Context: an optimization exercise on an open-source flow, tuned for small area and a short achievable clock period. The choices shown serve that exercise and are no tape-out recipe.
No functional check of the RTL was part of any run shown here.
No driver is modelled on the clock port, so clocking that relies on it looks cheaper here than on a real chip.

## flow/design.v (module list and top-level ports; edited modules follow where they fit)
// module fir_32nd: 2016 lines
// module fir_fa: 4 lines
// module fir_ha: 4 lines
module fir_32nd (
    input clk,
    input reset,
    input signed [15:0] data_in,
    output reg signed [15:0] filtered_output
);
  // ...
==> flow/flow/run.sh <==
#!/bin/bash
# Own flow: the standard synthesis, then the standard ORFS steps with
# buf_4 port buffers, no delay cells in buffering, a fanout limit that
# turns the reset net into a buffer tree, and a larger setup margin so
# timing repair works on the paths that set the achieved period.
set -e
H=$PWD/flow/hook.tcl
bash standard.sh synth > synth.log 2>&1
bash standard.sh SETUP_SLACK_MARGIN=11 BUFFER_PORTS_ARGS="-buffer_cell sky130_fd_sc_hd__buf_4" \
  PRE_GLOBAL_PLACE_TCL=$H PRE_RESIZE_TCL=$H PRE_CTS_TCL=$H PRE_GLOBAL_ROUTE_TCL=$H finish > layout.log 2>&1
==> flow/flow/hook.tcl <==
# Keep delay cells out of buffering and sizing; split high-fanout nets (the reset net).
set_dont_use [get_lib_cells {sky130_fd_sc_hd__clkdlybuf4s* sky130_fd_sc_hd__dlygate4sd* sky130_fd_sc_hd__dlymetal6s*}]
set_max_fanout 16 [current_design]
==> flow/standard.sh <==
#!/bin/bash
# synth_recipe.tcl (not shown) runs the flow's synth.tcl, then flattens the netlist and writes it again
# the make line also repeats each setting of config.mk as NAME=value (left out here)
make -C /OpenROAD-flow-scripts/flow DESIGN_CONFIG=/design/flow/config.mk WORK_HOME=/design/flow/orfs CLKGATE_MAP_FILE= SYNTH_SCRIPT=/design/flow/synth_recipe.tcl "${@:-finish}"
==> flow/config.mk <==
export PLATFORM = sky130hd
export DESIGN_NAME = fir_32nd
export DESIGN_NICKNAME = fir_32nd
export VERILOG_FILES = /design/flow/design.v
export SDC_FILE = /design/flow/constraint.sdc
export NUM_CORES = 4
export LEC_CHECK = 0
export CAP_MARGIN = 20
export CORE_MARGIN = 2
export CORE_UTILIZATION = 60
export CTS_BUF_LIST = sky130_fd_sc_hd__clkbuf_8 sky130_fd_sc_hd__clkbuf_16
export CTS_CLUSTER_DIAMETER = 120
export CTS_CLUSTER_SIZE = 40
export SLEW_MARGIN = 20
export SYNTH_HIERARCHICAL = 1
export TNS_END_PERCENT = 5
==> flow/constraint.sdc <==
create_clock -name core_clock -period 15.0 [get_ports {clk}]
set_input_delay 3.0000 -clock core_clock [delete_from_list [all_inputs] [get_ports {clk}]]
set_output_delay 3.0000 -clock core_clock [all_outputs]
set_load 0.01 [all_outputs]
==> results.yml, run 1 <==
outcome:
  status: "complete, no violations"
synth:
  netlist_area_um2: 41600
  synth_edf_count: 0
  synth-seq-cells: 751
  postSynthAreaPerCell_um2: 15.71
  synth_compound_area_frac: 0.04446
  synthSimpleGateAreaFrac: 0.02809
  syn_inst: 2648
worst_setup_path:
  r2r_start: "x1[11]"
  startpoint_type: "flop"
  cpMostUsedCell: "fa_1"
floorplan:
  initial_core_util: 0.6065
  dieArea_um2: 71450
  die_w_um: 267.3
placed_design:
  placed_cell_area_um2: 43160
  dp_hpwl_um: 88630
  port_buffers: 33
timing:
  max-slew-margin-rel: 0.3821
  hold_viol: 0
  max_freq_mhz: 236.6
  period_share: 0.2817
route:
  wirelength_um: 105500
  wl_met1_um: 45230
  vias: 21550
  vias_per_cell: 5.717
cells_and_area:
  fin_area_um2: 45000
  dominant_cells: "multi-input combinational cells"
  final_common_cell: "fa_1"
  multi_input_comb_area_um2: 22890
cts:
  cts_tree: "done"
  cts_setup_buffers: 2
  cts_buffers: 52
flow_run:
  max-cap-violations: 0
global_routing:
  grt_use_total: 0.3194
  grt_overflow: 0
==> run 2, diff against run 1 <==
--- a/flow/flow/run.sh
+++ b/flow/flow/run.sh
@@ -6,5 +6,5 @@
 set -e
 H=$PWD/flow/hook.tcl
 bash standard.sh synth > synth.log 2>&1
-bash standard.sh SETUP_SLACK_MARGIN=11 BUFFER_PORTS_ARGS="-buffer_cell sky130_fd_sc_hd__buf_4" \
+bash standard.sh SETUP_SLACK_MARGIN=10.9 BUFFER_PORTS_ARGS="-buffer_cell sky130_fd_sc_hd__buf_4" \
   PRE_GLOBAL_PLACE_TCL=$H PRE_RESIZE_TCL=$H PRE_CTS_TCL=$H PRE_GLOBAL_ROUTE_TCL=$H finish > layout.log 2>&1
--- a/flow/config.mk
+++ b/flow/config.mk
@@ -8,7 +8,6 @@
 export CAP_MARGIN = 20
 export CORE_MARGIN = 2
 export CORE_UTILIZATION = 60
-export CTS_BUF_LIST = sky130_fd_sc_hd__clkbuf_8 sky130_fd_sc_hd__clkbuf_16
 export CTS_CLUSTER_DIAMETER = 120
 export CTS_CLUSTER_SIZE = 40
 export SLEW_MARGIN = 20
==> run 2 against run 1 <==
Effect of this change: cell count fell by 0.48%; highest routed layer unchanged; sequential cell count did not move; clock-buffer cell count rose by 43.
==> results.yml, run 2 <==
outcome:
  status: "complete, no violations"
synth:
  synth-seq-cells: 751
  syn_nets: 3698
  synth_area_leaders: "fa_1, dfrtp_1, dfxtp_1, ha_1, inv_1"
  syn_inst: 2648
  postSynthAreaPerCell_um2: 15.71
  ys_warn_count: 7
  synth-seq-area-share: 0.4265
  synth_common_cells: "fa_1, dfrtp_1, inv_1, ha_1, dfxtp_1"
  synth-async-reset-ratio: 0.7204
  netlist_area_um2: 41600
  synth.distinct_cells: 71
  synth_top_cell_area_share: 0.3917
  yosys.area.top_type: "fa_1"
  synthFlopType: "dfrtp_1"
  synth_edf_count: 0
  synth.most_common_cell: "fa_1"
route:
  vias_per_cell: 5.716
  wire_per_inst_um: 28.08
  vias: 21450
  ant_nets: 0
  wirelength_um: 105400
  first_pass_iters: 7
  drtIter0Drc: 1678
  drc_errors: 0
cells_and_area:
  area_growth_pct: 7.718
  multi_input_comb_area_um2: 22870
  stdcell_count: 3752
  num-fill-cells: 4922
  drive_above_1_share: 0.06099
  layout_common_cells: "fa_1, dfrtp_1, inv_1"
  final_common_cell: "fa_1"
  fin_util: 0.6533
  seq_area_um2: 17780
  nNetsFinal: 3826
  top_regs: "R2a: 31 flops, R2b: 31 flops"
placed_design:
  port_buffers: 33
  dp_hpwl_um: 88630
  dp.cells: 3651
  gp_congestion: 0.9424
  dp_slack_ps: 8637
timing:
  worstMarginPinSlew_ps: 936.1
  period_needed_ps: 4309
  rsz0062_at_grt: "true"
  max-slew-margin-rel: 0.3730
  final-setup-viol-count: 0
  clock_skew_ps: 29.72
  setup_ws_ps: 10690
  maxSlewViolCount: 0
  tns_ps: 0
  period_share: 0.2873
  hold_viol: 0
  max_freq_mhz: 232.1
  holdWs_ps: 347.5
floorplan:
  io_pins: 34
  rows: 96
  initial_core_util: 0.6065
  die_y_um: 267.3
  die_w_um: 267.3
  dieArea_um2: 71450
  core_area_um2: 68590
worst_setup_path:
  cpPeakStageDelay_ps: 700
  r2r-end: "R2b[20]"
  startpoint_type: "flop"
  endpoint_kind: "flop"
  cpMostUsedCell: "fa_1"
  crit_path_top_delay_cell: "dfxtp_1"
  r2r_start: "G14[8]"
  worst-path-max-fanout: 5
  rr_worst_depth: 7
  crit_required_ps: 15500
  reg2reg_slack_ps: 10690
  worstPathArrival_ps: 4800
  critPathKind: "reg2reg"
  cp_cell_sequence: "fa_1 -> fa_1 -> fa_1 -> fa_1 -> fa_1 -> fa_1 -> fa_1"
min_path:
  hp-class: "reg2reg"
  whs_path_depth: 0
  hp-start: "x9[3]"
  hold_path_end: "x10[3]"
cts:
  cts_tree: "done"
  clock_latency_ps: 630
  hold_buffers: 0
  cts_buffers: 52
  clk_pin_slew_ps: 70
  cts.sinks: 751
global_routing:
  grt_use_total: 0.3194
  grt_overflow: 0
  antenna_found_initial: 6
  grt_pass1_wl_um: 159800
  grt_max_degree: 18
  grt_pass1_vias: 24670
flow_run:
  max-cap-violations: 0
==> run 2: cell counts after synthesis <==
No cell type changed its count.
==> run 2: cells by family after synthesis <==
kind of cell	share of synthesized area
compound gates	0.04446
simple gates	0.02809
fa+ha+maj	0.4573
flops	0.4265
xor+xnor	0.01853
buf+inv	0.02379
mux	0.001233
other cells	0.00009015
==> run 2: worst max-delay path by stage <==
| stage | depth (start not counted) | start | to | slack, ps |
|---|---|---|---|---|
| 2_1_floorplan | 1 | reset | filtered_output[0] | 4640 |
| 3_3_place_gp | 7 | reset | filtered_output[1] | 8750 |
| 3_5_place_dp | 7 | reset | filtered_output[2] | 8640 |
| 4_1_cts | 9 | G6[8] | R2b[16] | 10670 |
| 5_1_grt | 9 | x1[7] | R1b[16] | 10560 |
| 6_report | 7 | G14[8] | R2b[20] | 10690 |
==> run 2: cell type report <==
cell class,instances,share of cell area
Clock inverter,2,0.0008656
Inverter,256,0.02161
Clock buffer,96,0.03320
Antenna cell,1,0.00005585
Tap cell,931,0.02600
Sequential cell,751,0.3967
Multi-Input combinational cell,1636,0.5105
Timing Repair Buffer,79,0.01106
==> run 2: timing repair <==
item / in CTS / in global routing
endpoints found under the setup margin: 415 / 372
pin swaps: 0 / 0
setup buffers: 2 / 0
gates resized for setup: 56 / 15
==> run 2: modules after synthesis (local to each module, per instance) <==
module,cells inside,flops+latches,area [um^2]
fir_32nd,1796,751,25000
fir_fa,1,0,20.02
fir_ha,1,0,12.51
==> run 2: metal layers <==
metal  vias to the layer above  GRT usage  part of all wire  routed length [um]
li1                       8764          -                 -                   -
met1                     11710     0.4722              0.43               45580
met2                       787     0.4898              0.46               48130
met3                       185    0.05958             0.073                7657
met4                         2     0.1026             0.038                3979
met5                         -          0          0.000085                   9
==> run 2: worst max-delay path, delay by kind of cell (launching register included) <==
kind | cells | cell delay (ps)
adder cells (fa/ha/maj) | 7 | 3470
flip-flops | 1 | 700
==> run 2: through the flow <==
step	area (um^2)
finish	44810
floorplan	41600
detailed placement	43160
global route	44810
global placement	43160
CTS	44780

static timing again, ports no longer ideal:
The results above use ideal ports. As a check the final layouts listed here were re-extracted and re-timed, cells and wires unchanged. Step 1: set_driving_cell puts a clkbuf_16 on clk and a buf_2 on each other input, an assumption about the parent block. Step 2 times the ports against the registers' clock, not the clock port: input delays grow and output delays shrink by t, the midpoint of the rising clock arrivals with the driver on. a / b / c = no drivers / after step 1 / after step 2; a / b = the first two.
| run | shift t [ns] | slack for setup (ns) | worst hold slack (ns) | clock arrival spread, ns |
|---|---|---|---|---|
| run 1 | 0.686 | 10.774 / 10.774 / 10.315 | 0.347 / 0.347 / 0.347 | 0.031 / 0.031 |
| run 2 | 0.686 | 10.691 / 10.691 / 10.209 | 0.347 / 0.347 / 0.347 | 0.031 / 0.030 |
After both steps every run listed still meets setup and hold. For run 2, which loses most, drivers alone change the setup slack by 0.000 ns; drivers and shift together by -0.482 ns. Setup slack includes reset recovery checks.
